This is an optimization exercise on Yosys and OpenROAD, whose aim is small area, a short achievable clock period and few clock cycles per item, not a production implementation. Only simulation tests tie the RTL to the original design; equivalence was not proved. Power figures rest on the tool's default switching activity, not on a simulated workload.

`flow/design.v`:
```
module bram11 (clk, we, re, waddr, raddr, wdi, rdo);
    parameter ADDR_WIDTH = 12;
    parameter SIZE = 11;
    parameter BIT_WIDTH = 32;
    input                          clk;
    input                          we, re;
    input [ADDR_WIDTH-1:0]         waddr, raddr;
    input [BIT_WIDTH-1:0]          wdi;
    output reg [BIT_WIDTH-1:0]     rdo;
    reg [BIT_WIDTH-1:0] RAM [SIZE-1:0];
    always @(posedge clk)begin
        if(re) rdo <= RAM[raddr >> 2];
    end
    always @(posedge clk)begin
        if(we) RAM[waddr >> 2] <= wdi;
    end
endmodule
module fir 
#(  parameter pADDR_WIDTH = 12,
    parameter pDATA_WIDTH = 32,
    parameter Tape_Num    = 10  
)
(
    output  wire                     awready,  
    output  wire                      wready,   
    input   wire                     awvalid,  
    input   wire [(pADDR_WIDTH-1):0] awaddr,   
    input   wire                     wvalid,  
    input   wire [(pDATA_WIDTH-1):0] wdata,   
    output  wire                     arready,  
    input   wire                     rready,  
    input   wire                     arvalid,  
    input   wire [(pADDR_WIDTH-1):0] araddr,  
    output  reg                      rvalid,  
    output  reg  [(pDATA_WIDTH-1):0] rdata,   
    input   wire                     ss_tvalid,  
    input   wire [(pDATA_WIDTH-1):0] ss_tdata,  
    input   wire                     ss_tlast,  
    output  reg                      ss_tready,  
    input   wire                     sm_tready,  
    output  reg                      sm_tvalid,  
    output  reg  [(pDATA_WIDTH-1):0] sm_tdata,  
    output  reg                      sm_tlast,  
    output  reg  [3:0]               tap_WE,
    output  wire                     tap_EN,
    output  reg  [(pDATA_WIDTH-1):0] tap_Di,
    output  wire   [(pADDR_WIDTH-1):0] tap_A,
    input   wire [(pDATA_WIDTH-1):0] tap_Do,
    output  reg  [3:0]               data_WE,
    output  wire                     data_EN,
    output  reg  [(pDATA_WIDTH-1):0] data_Di,
    output  wire [(pADDR_WIDTH-1):0] data_A,
    input   wire [(pDATA_WIDTH-1):0] data_Do,
    input   wire                     axis_clk,
    input   wire                     axis_rst_n
);
localparam S_RESET_RAM = 0;
localparam S_COMPUTE = 1;
localparam S_READY = 2;
localparam S_DONE = 3;
localparam S_FIN = 4;
localparam S_WAIT_START = 5;
reg ap_done_w, ap_done_r;
reg ap_idle_w, ap_idle_r;
reg ap_start_w, ap_start_r;
reg rvalid_w;
reg [(pDATA_WIDTH-1):0] rdata_w;
reg read_axil_wait_w, read_axil_wait_r;
reg tap_A_read, tap_A_write;
reg [(pDATA_WIDTH-1):0] data_len_w,data_len_r;
wire [31:0] addr_map_0_data;
reg [3:0] data_A_byte;
reg [3:0] state_w, state_r;
reg [3:0] data_addr_cnt_w, data_addr_cnt_r;
reg [3:0] data_addr_base_w, data_addr_base_r;
reg [(pDATA_WIDTH-1):0] res_w,res_r;
reg last_one_w, last_one_r;
wire [31:0] mac_result;
assign addr_map_0_data = {{29{1'b0}},ap_idle_r,ap_done_r,ap_start_r};
assign tap_EN = 1'b1;
assign data_EN = 1'b1;
assign tap_A =  tap_A_write ? awaddr-64 : 
                tap_A_read ? araddr-64 : data_addr_cnt_r<<2;
assign wready = awvalid && wvalid;
assign awready = awvalid && wvalid;
assign data_A = data_A_byte << 2;
assign arready = 1;
assign mac_result = $signed(res_r) + $signed($signed(data_Do) * $signed(tap_Do));
always @(*) begin
    state_w = state_r;
    case (state_r)
        S_RESET_RAM:begin
            if(data_addr_cnt_r == Tape_Num)begin
                state_w = S_WAIT_START;
            end
        end
        S_WAIT_START:begin
            if(ap_start_r)begin
                state_w = S_READY;
            end
        end
        S_READY:begin
            if(ss_tvalid)begin
                state_w = S_COMPUTE;
            end
        end
        S_COMPUTE:begin
            if(data_addr_cnt_r == Tape_Num + 1)begin
                state_w = S_DONE;
            end
        end
        S_DONE:begin
            if(sm_tready)begin
                if(last_one_r) 
                    state_w = S_FIN;
                else
                    state_w = S_READY;
            end
        end
    endcase
end
always @(*) begin
    data_addr_cnt_w = data_addr_cnt_r;
    data_WE = 4'b0000;
    data_Di = 0;
    data_A_byte = 0;
    ap_done_w = ap_done_r;
    ap_idle_w = ap_idle_r;
    data_addr_base_w = data_addr_base_r;
    last_one_w = last_one_r;
    ss_tready = 0;
    sm_tvalid = 0;
    sm_tdata = 0;
    res_w = res_r;
    case (state_r)
        S_RESET_RAM:begin
            data_WE = 4'b1111;
            data_Di = 0;
            data_A_byte = data_addr_cnt_r;
            if (data_addr_cnt_r == Tape_Num)begin
                data_addr_cnt_w = data_addr_cnt_r;
                ap_idle_w = 0;
            end
            else begin
                data_addr_cnt_w = data_addr_cnt_r + 1;
            end
        end
        S_WAIT_START:begin
            data_addr_cnt_w = 0;
        end
        S_READY:begin
            ss_tready = 1;
            res_w = 0;
            if(ss_tvalid)begin
                data_Di = ss_tdata;
                data_WE = 4'b1111;
                data_A_byte = data_addr_base_r;
            end
        end
        S_COMPUTE:begin
            if(data_addr_cnt_r != 0)begin
                res_w = mac_result;
            end
            data_A_byte = (data_addr_base_r + data_addr_cnt_r > Tape_Num) ? 
                        data_addr_base_r + data_addr_cnt_r - Tape_Num - 1 : 
                        data_addr_base_r + data_addr_cnt_r;
            if(data_addr_cnt_r == Tape_Num + 1)begin
                data_addr_cnt_w = 0;
                if(data_addr_base_r == 0)begin
                    data_addr_base_w = Tape_Num;
                end
                else begin
                    data_addr_base_w = data_addr_base_r - 1;
                end
                if(ss_tlast)begin
                    ap_done_w = 1;
                    ap_idle_w = 1;
                end
            end
            else begin
                data_addr_cnt_w = data_addr_cnt_r + 1;
            end
        end
        S_DONE:begin
            sm_tvalid = 1;
            sm_tdata = res_r;
            if(sm_tready)begin
                res_w = 0;
                last_one_w = ss_tlast;
            end
        end
        S_FIN:begin
        end
    endcase
end
always @(*) begin
    tap_A_write = 0;
    tap_Di = 0;
    tap_WE = 0;
    ap_start_w = 0;
    data_len_w = data_len_r;
    if(awvalid && wvalid)begin
        if(awaddr >= 64)begin
            tap_A_write = 1;
            tap_Di = wdata;
            tap_WE = 4'b1111;
        end
        else begin
            if (awaddr == 0)begin
                ap_start_w = 1;
            end
            else begin  
                data_len_w = wdata;
            end
        end
    end
end
always @(*) begin
    rvalid_w = 0;
    rdata_w = 0;
    read_axil_wait_w = 0;
    tap_A_read = 0;
    if(arvalid)begin
        if(araddr == 0)begin
            rdata_w = addr_map_0_data;
            rvalid_w = 1;
        end
        else begin
            if(read_axil_wait_r == 0) begin
                read_axil_wait_w = 1;
                tap_A_read = 1;
            end
            else begin
                rdata_w = tap_Do;
                rvalid_w = 1;
            end
        end
    end
end
always @(posedge axis_clk or negedge axis_rst_n) begin
    if(!axis_rst_n) begin
        ap_done_r <= 1'b0;
        ap_idle_r <= 1'b1;  
        ap_start_r <= 1'b0;
        rdata <= 0;
        rvalid <= 0;
        read_axil_wait_r <= 0;
        data_len_r <= 0;
        data_addr_cnt_r <= 0;
        state_r <= S_RESET_RAM;
        data_addr_base_r <= Tape_Num;
        res_r <= 0;
        last_one_r <= 0;
    end 
    else begin
        ap_done_r <= ap_done_w;
        ap_idle_r <= ap_idle_w;
        ap_start_r <= ap_start_w;
        rdata <= rdata_w;
        rvalid <= rvalid_w;
        read_axil_wait_r <= read_axil_wait_w;
        data_len_r <= data_len_w;
        data_addr_cnt_r <= data_addr_cnt_w;
        state_r <= state_w;
        data_addr_base_r <= data_addr_base_w;
        res_r <= res_w;
        last_one_r <= last_one_w;
    end
end
endmodule
`timescale 1ns / 1ps
module fir_wrapper (  
    input           wb_clk_i,
    input           wb_rst_i,
    input           wbs_stb_i,
    input           wbs_cyc_i,
    input           wbs_we_i,
    input   [3:0]   wbs_sel_i,
    input  [31:0]   wbs_dat_i,
    input  [31:0]   wbs_adr_i,
    output reg          wbs_ack_o,
    output reg [31:0]   wbs_dat_o
);
wire awready, wready;
reg awvalid, wvalid, awvalid_w, wvalid_w;
reg [11:0] awaddr,   awaddr_w;
reg [31:0] wdata,   wdata_w;
reg  rready, arvalid , rready_w, arvalid_w;
wire  arready, rvalid;
reg  [11:0] araddr,araddr_w;
wire [31:0] rdata;
wire  ss_tready;
reg ss_tvalid ,ss_tvalid_w;
reg [31:0] ss_tdata, ss_tdata_w;
reg sm_tready,sm_tready_w;
wire        sm_tvalid;
wire [31:0] sm_tdata;
wire [3:0]  tap_WE;
wire        tap_EN;
wire [11:0] tap_A;
wire [31:0] tap_Di, tap_Do;
wire axil_valid,axis_valid;
wire read;  
wire wb_valid;
reg wbs_ack_o_w;
reg [31:0] wbs_dat_o_w;
assign axil_valid = (wbs_adr_i[31:24] == 8'h30) && (wbs_adr_i[7:4] < 4'h8);
assign axis_valid = (wbs_adr_i[31:24] == 8'h30) && (wbs_adr_i[7:4] == 4'h8);
bram11 tap_ram(
    .clk(wb_clk_i),
    .we(|tap_WE),
    .re(tap_EN),
    .waddr(tap_A),
    .raddr(tap_A),
    .wdi(tap_Di),
    .rdo(tap_Do)
);
wire [3:0]  data_WE;
wire        data_EN;
wire [11:0] data_A;
wire [31:0] data_Di, data_Do;
bram11 data_ram(
    .clk(wb_clk_i),
    .we(|data_WE),
    .re(data_EN),
    .waddr(data_A),
    .raddr(data_A),
    .wdi(data_Di),
    .rdo(data_Do)
);
fir inst_fir(
    .awready(awready),
    .wready(wready),
    .awvalid(awvalid),
    .awaddr(awaddr),
    .wvalid(wvalid),
    .wdata(wdata),
    .arready(arready),
    .rready(rready),
    .arvalid(arvalid),
    .araddr(araddr),
    .rvalid(rvalid),
    .rdata(rdata),    
    .ss_tvalid(ss_tvalid), 
    .ss_tdata(ss_tdata), 
    .ss_tlast(1'b0), 
    .ss_tready(ss_tready), 
    .sm_tready(sm_tready), 
    .sm_tvalid(sm_tvalid), 
    .sm_tdata(sm_tdata), 
    .sm_tlast(), 
    .tap_WE(tap_WE),
    .tap_EN(tap_EN),
    .tap_Di(tap_Di),
    .tap_A(tap_A),
    .tap_Do(tap_Do),
    .data_WE(data_WE),
    .data_EN(data_EN),
    .data_Di(data_Di),
    .data_A(data_A),
    .data_Do(data_Do),
    .axis_clk(wb_clk_i),
    .axis_rst_n(~wb_rst_i)
);
reg [2:0] wb_state_w, wb_state_r;
reg [31:0] axilr_data_w, axilr_data_r;
reg [31:0] sm_data_buf_w, sm_data_buf_r;
localparam S_IDLE = 0;
localparam S_ACK = 1;
localparam S_AXILW = 2;
localparam S_AXILR_WAITREADY = 3;
localparam S_AXILR = 4;
localparam S_AXISW = 5;
localparam S_AXISR = 6;
always @(*) begin
    awvalid_w = 0;
    wvalid_w = 0;
    awaddr_w = awaddr;
    wdata_w = wdata;
    arvalid_w = 0;
    rready_w = 0;
    araddr_w = araddr;
    axilr_data_w = axilr_data_r;
    ss_tvalid_w = 0;
    ss_tdata_w = ss_tdata;
    sm_tready_w = 0;
    sm_data_buf_w = sm_data_buf_r;
    wb_state_w = wb_state_r;
    wbs_ack_o = 0;
    case (wb_state_r)
        S_IDLE:begin
            if (wbs_stb_i && wbs_cyc_i && (wbs_we_i) && axil_valid) begin
                awvalid_w = 1;
                wvalid_w = 1;
                awaddr_w = wbs_adr_i[11:0];
                wdata_w = wbs_dat_i[31:0];
                wb_state_w = S_AXILW;
            end
            if (wbs_stb_i && wbs_cyc_i && (~wbs_we_i) && axil_valid) begin
                arvalid_w = 1;
                araddr_w = wbs_adr_i[11:0];
                wb_state_w = S_AXILR_WAITREADY;
            end
            if (wbs_stb_i && wbs_cyc_i && (wbs_we_i) && axis_valid) begin
                ss_tvalid_w = 1;
                ss_tdata_w = wbs_dat_i[31:0];
                wb_state_w = S_AXISW;
            end
            if (wbs_stb_i && wbs_cyc_i && (~wbs_we_i) && axis_valid) begin
                sm_tready_w = 1;
                wb_state_w = S_AXISR;
            end
        end 
        S_AXILW:begin
            if (awready && wready) begin
                awvalid_w = 0;
                wvalid_w = 0;
                wb_state_w = S_ACK;
            end
        end
        S_AXILR_WAITREADY:begin
            arvalid_w = 1;
            if (arready) begin
                arvalid_w = 0;
                wb_state_w = S_AXILR;
                rready_w = 1;
            end
        end
        S_AXILR:begin
            if (rvalid) begin
                axilr_data_w = rdata;
                wb_state_w = S_ACK;
            end
        end
        S_AXISW:begin
            if (ss_tready) begin
                ss_tvalid_w = 0;
                wb_state_w = S_ACK;
            end
        end
        S_AXISR:begin
            sm_tready_w = 1;
            if (sm_tvalid) begin
                sm_data_buf_w = sm_tdata;
                wb_state_w = S_ACK;
            end
        end
        S_ACK:begin
            wb_state_w = S_IDLE;
            wbs_ack_o = 1;
        end
    endcase
end
always @(posedge wb_clk_i or posedge wb_rst_i) begin
    if (wb_rst_i)begin
        wbs_dat_o <= 0;
        awvalid <= 0;
        wvalid <= 0;
        awaddr <= 0;
        wdata <= 0;
        arvalid <= 0;
        rready <= 0;
        araddr <= 0;
        ss_tvalid <= 0;
        ss_tdata <= 0;
        sm_tready <= 0;
        sm_data_buf_r <= 0;
        wb_state_r <= 0;
    end
    else begin
        wbs_dat_o <= axis_valid ? sm_data_buf_w : axilr_data_w;
        awvalid <= awvalid_w;
        wvalid <= wvalid_w;
        awaddr <= awaddr_w;
        wdata <= wdata_w;
        arvalid <= arvalid_w;
        rready <= rready_w;
        araddr <= araddr_w;
        ss_tvalid <= ss_tvalid_w;
        ss_tdata <= ss_tdata_w;
        sm_tready <= sm_tready_w;
        axilr_data_r <= axilr_data_w;
        sm_data_buf_r <= sm_data_buf_w;
        wb_state_r <= wb_state_w;
    end
end
endmodule
```
`flow/run.sh`:
```
#!/bin/bash
# synth_recipe.tcl (not shown) runs the flow's synth.tcl, then flattens the netlist and writes it again
# the make line also repeats each setting of config.mk as NAME=value (left out here)
make -C /OpenROAD-flow-scripts/flow DESIGN_CONFIG=/design/flow/config.mk WORK_HOME=/design/flow/orfs CLKGATE_MAP_FILE= SYNTH_SCRIPT=/design/flow/synth_recipe.tcl finish
```
`flow/config.mk`:
```
export PLATFORM = sky130hd
export DESIGN_NAME = fir_wrapper
export DESIGN_NICKNAME = fir_wrapper
export VERILOG_FILES = /design/flow/design.v
export SDC_FILE = /design/flow/constraint.sdc
export NUM_CORES = 4
export LEC_CHECK = 0
export CAP_MARGIN = 20
export CORE_MARGIN = 2
export CORE_UTILIZATION = 40
export SLEW_MARGIN = 20
```
`flow/constraint.sdc`:
```
create_clock -name core_clock -period 10.0 [get_ports {wb_clk_i}]
set_input_delay 2.0000 -clock core_clock [delete_from_list [all_inputs] [get_ports {wb_clk_i}]]
set_output_delay 2.0000 -clock core_clock [all_outputs]
set_load 0.01 [all_outputs]
```
==> summary.txt <==
-- state kept, by name, indices dropped and copies added, names as in the netlist, 3 cells and up --
signal	count
tap_ram.RAM	352
data_ram.RAM	352
wdata	32
inst_fir.res_r	32
data_ram.rdo	32
inst_fir.rdata	32
ss_tdata	32
wbs_dat_o	32
inst_fir.data_addr_cnt_r	4
araddr	12
axilr_data_r	32
awaddr	12
wb_state_r	3
tap_ram.rdo	32
sm_data_buf_r	32
inst_fir.data_addr_base_r	4
inst_fir.state_r	3
-- area by class of cell --
class,instances,area [sq um]
fill,12700,77600
sequential,1038,29300
multi-input combinational,2567,24800
clock buffer,151,3040
tap,1890,2360
inverter,538,2030
timing repair buffer,184,1630
clock inverter,57,601
antenna,2,5.00
-- synth_stat cells, types with 21 or more instances --
cell	instances
mux2i_1	170
and2_1	381
a22o_1	21
o21ai_0	35
clkbuf_1	162
edfxtp_1	736
nor2b_1	73
dfxtp_1	64
and3_1	38
a21oi_1	134
ha_1	161
mux2_2	139
dfrtp_1	235
inv_1	537
a211oi_1	128
xnor2_1	75
a211o_1	31
nor2_1	149
fa_1	439
mux4_2	64
nand2_1	390
buf_2	36
-- per-stage QoR --
stage	worst slack (ns)	hold WS, ns	utilization (%)	instance area [sq um]	power, mW
floorplan	0.622	0.421	-	56900	4.70
global placement	1.95	0.442	42.5	60200	4.77
detailed placement	1.87	0.445	42.6	60200	4.77
CTS	1.88	0.454	45.1	63800	8.83
global route	1.50	0.486	45.1	63800	9.00
finish	1.92	0.453	45.1	63800	8.74
-- kinds of logic after synthesis --
family	share of synthesized area (%)
AND/OR/NAND/NOR	9.65
flip-flops	51.6
buffers and inverters	5.29
adder cells (fa/ha/maj)	19.0
AO/OA/AOI/OAI	4.82
multiplexers	8.27
XOR/XNOR	1.42
-- metal layers --
layer  track usage [%]  routed length, um  up-vias
met1              27.3              62100    17300
met4              5.41               3680        0
met2              32.6              68200      867
li1                  -                  -    14800
met3              3.28               8370      210
met5                 0                  0        -
-- where the power goes --
| group | leakage [nW] | switching, mW | internal [mW] |
|---|---|---|---|
| Combinational | 14.3 | 0.0537 | 0.0416 |
| Sequential | 10.6 | 0.00436 | 4.58 |
| Clock | 1.77 | 1.74 | 2.32 |
-- worst max-delay path, delay by kind of cell (launching register included) --
kind | cells | cell delay, ns
AOI/OAI and AO/OA | 7 | 2.02
xor gates and xnor gates | 1 | 0.17
adders and majority gates | 9 | 3.86
buffers and inverters | 5 | 0.38
DFF | 1 | 0.93
and+or+nand+nor | 3 | 0.54
-- worst max path at each step --
stage                     cells past startpoint           start                 end
final                                        25  tap_ram.rdo[1]  inst_fir.res_r[31]
after global routing                         23  tap_ram.rdo[5]  inst_fir.res_r[30]
after CTS                                    23  tap_ram.rdo[6]  inst_fir.res_r[30]
after detailed placement                     23  tap_ram.rdo[6]  inst_fir.res_r[30]
after global placement                       24  tap_ram.rdo[4]  inst_fir.res_r[30]
after floorplan                               1        wb_rst_i           araddr[0]
==> impl_metrics.env <==
export IMPL_outcome="complete, no violations"
export IMPL_slowest_delay_ns=0.93
export IMPL_rsz0062_at_grt="no"
export IMPL_grt_pass1_wl_um=217000
export IMPL_hold_class="reg2reg"
export IMPL_routed_wl_um=142000
export IMPL_crit_top_cell="fa_1"
export IMPL_clk_pin_slew_worst_paths_ns=0.06
export IMPL_finalClockSkew_ns=0.0934
export IMPL_cp_required_ns=10.59
export IMPL_dp_hpwl_um=92600
export IMPL_pin_count=106
export IMPL_mostFrequentLayoutCells="736 x edfxtp_1, 536 x inv_1, 439 x fa_1, 390 x nand2_1, 381 x and2_1"
export IMPL_dr_pass1_iters=5
export IMPL_hp_start="inst_fir.ap_idle_r"
export IMPL_clock_latency_ns=0.74
export IMPL_cap_violations=0
export IMPL_synth_top_flop_cell="edfxtp_1"
export IMPL_report_final_slew_viol_count=0
export IMPL_period_share_pct=80.8
export IMPL_cts_root_buf="clkbuf_16"
export IMPL_tightest_slew_ns=1.10
export IMPL_gp_congestion=0.845
export IMPL_post_cts_buffers=0
export IMPL_setup_violations=0
export IMPL_finalSetupTns_ns=0
export IMPL_r2r_start="tap_ram.rdo[1]"
export IMPL_relSlewSlack_pct=26.5
export IMPL_ctsHoldBuffers=0
export IMPL_end_kind="register"
export IMPL_power_leakage_nw=26.7
export IMPL_port_buffers=89
export IMPL_grt_max_degree=124
export IMPL_ant_nets=0
export IMPL_wl_per_cell_um=22.2
export IMPL_drt_initial_drc_count=2386
export IMPL_reg2regPathDepth=25
export IMPL_ys_seq_elements=1038
export IMPL_core_sq_mm=0.141
export IMPL_synth_edf_count=736
export IMPL_hold_viol_final=0
export IMPL_crit_type="reg2reg"
export IMPL_grtUsageTotal_pct=19.9
export IMPL_layout_commonest_cell="edfxtp_1"
export IMPL_ir_drop_mv=0.148
export IMPL_min_to="inst_fir.ap_idle_r"
export IMPL_dp_cells=6217
export IMPL_netlist_instances=4371
export IMPL_crit_arrival_ns=8.67
export IMPL_powerDensity_mw_per_mm2=137
export IMPL_drc=0
export IMPL_fp_dieW_um=381
export IMPL_syn_avg_cell_area_sq_um=13.0
export IMPL_ys_seq_area_share_pct=51.6
export IMPL_h_tree_depth=3
export IMPL_rows=138
export IMPL_min_delay_path_depth=2
export IMPL_drive_gt1_share_pct=11.4
export IMPL_async_flop_share_pct=22.9
export IMPL_synth_top_area_share_pct=38.8
export IMPL_grt_pass1_vias=34600
export IMPL_crit_path_start_kind="register"
export IMPL_start_util_pct=40.2
export IMPL_yosysUniqueCellTypes=60
export IMPL_slowest_stage="dfxtp_1"
export IMPL_cts_buffer_depth=3
export IMPL_avgViaCountPerCell=5.16
export IMPL_syn_to_final_growth_pct=12.2
export IMPL_instances_no_fill=6427
export IMPL_syn_area_sq_mm=0.0569
export IMPL_worstPathMaxFanout=17
export IMPL_dieArea_sq_mm=0.145
export IMPL_nets=5112
export IMPL_cts_tree="built"
export IMPL_final_min_clock_period_ns=8.08
export IMPL_vias=33200
export IMPL_ys_warn_count=3
export IMPL_r2r_end="inst_fir.res_r[31]"
export IMPL_die_y_um=381
export IMPL_cts_buffers=110
export IMPL_grt_remaining_overflow=0
export IMPL_max_freq_mhz=124
export IMPL_ys_top_cells_by_area="edfxtp_1 39%, fa_1 15%, dfrtp_1 10%"
export IMPL_synthesis_nets=5044
export IMPL_clock_sinks=1038
export IMPL_antenna_found_initial=12
export IMPL_r2r_slack_ns=1.92
export IMPL_cts_resized=0
export IMPL_yosysTopAreaCell="edfxtp_1"
Testbench counts, summed over its fixed seeds: cycles 20,480, items 1,280.

[separate check: timing with driven ports]
The flow's constraints put no driver on any port. The routed layout listed below was extracted and timed again, unchanged, in two steps. Step 1 assumes that a clkbuf_16 drives the clock port and a buf_2 every other input. Step 2 times the ports against the registers' clock, not the clock port: input delays grow and output delays shrink by t, the midpoint of the rising clock arrivals with the driver on. a / b / c = ideal / step 1 / step 2; a / b = the first two.
t (ns): 0.774
setup slack, ns: 1.922 / 1.922 / 1.922
worst hold slack (ns): 0.453 / 0.453 / 0.453
pins driven straight from the clock port: 1
After both steps this run still meets setup and hold. For this run, drivers alone change the setup slack by 0.000 ns; drivers and shift together by 0.000 ns.
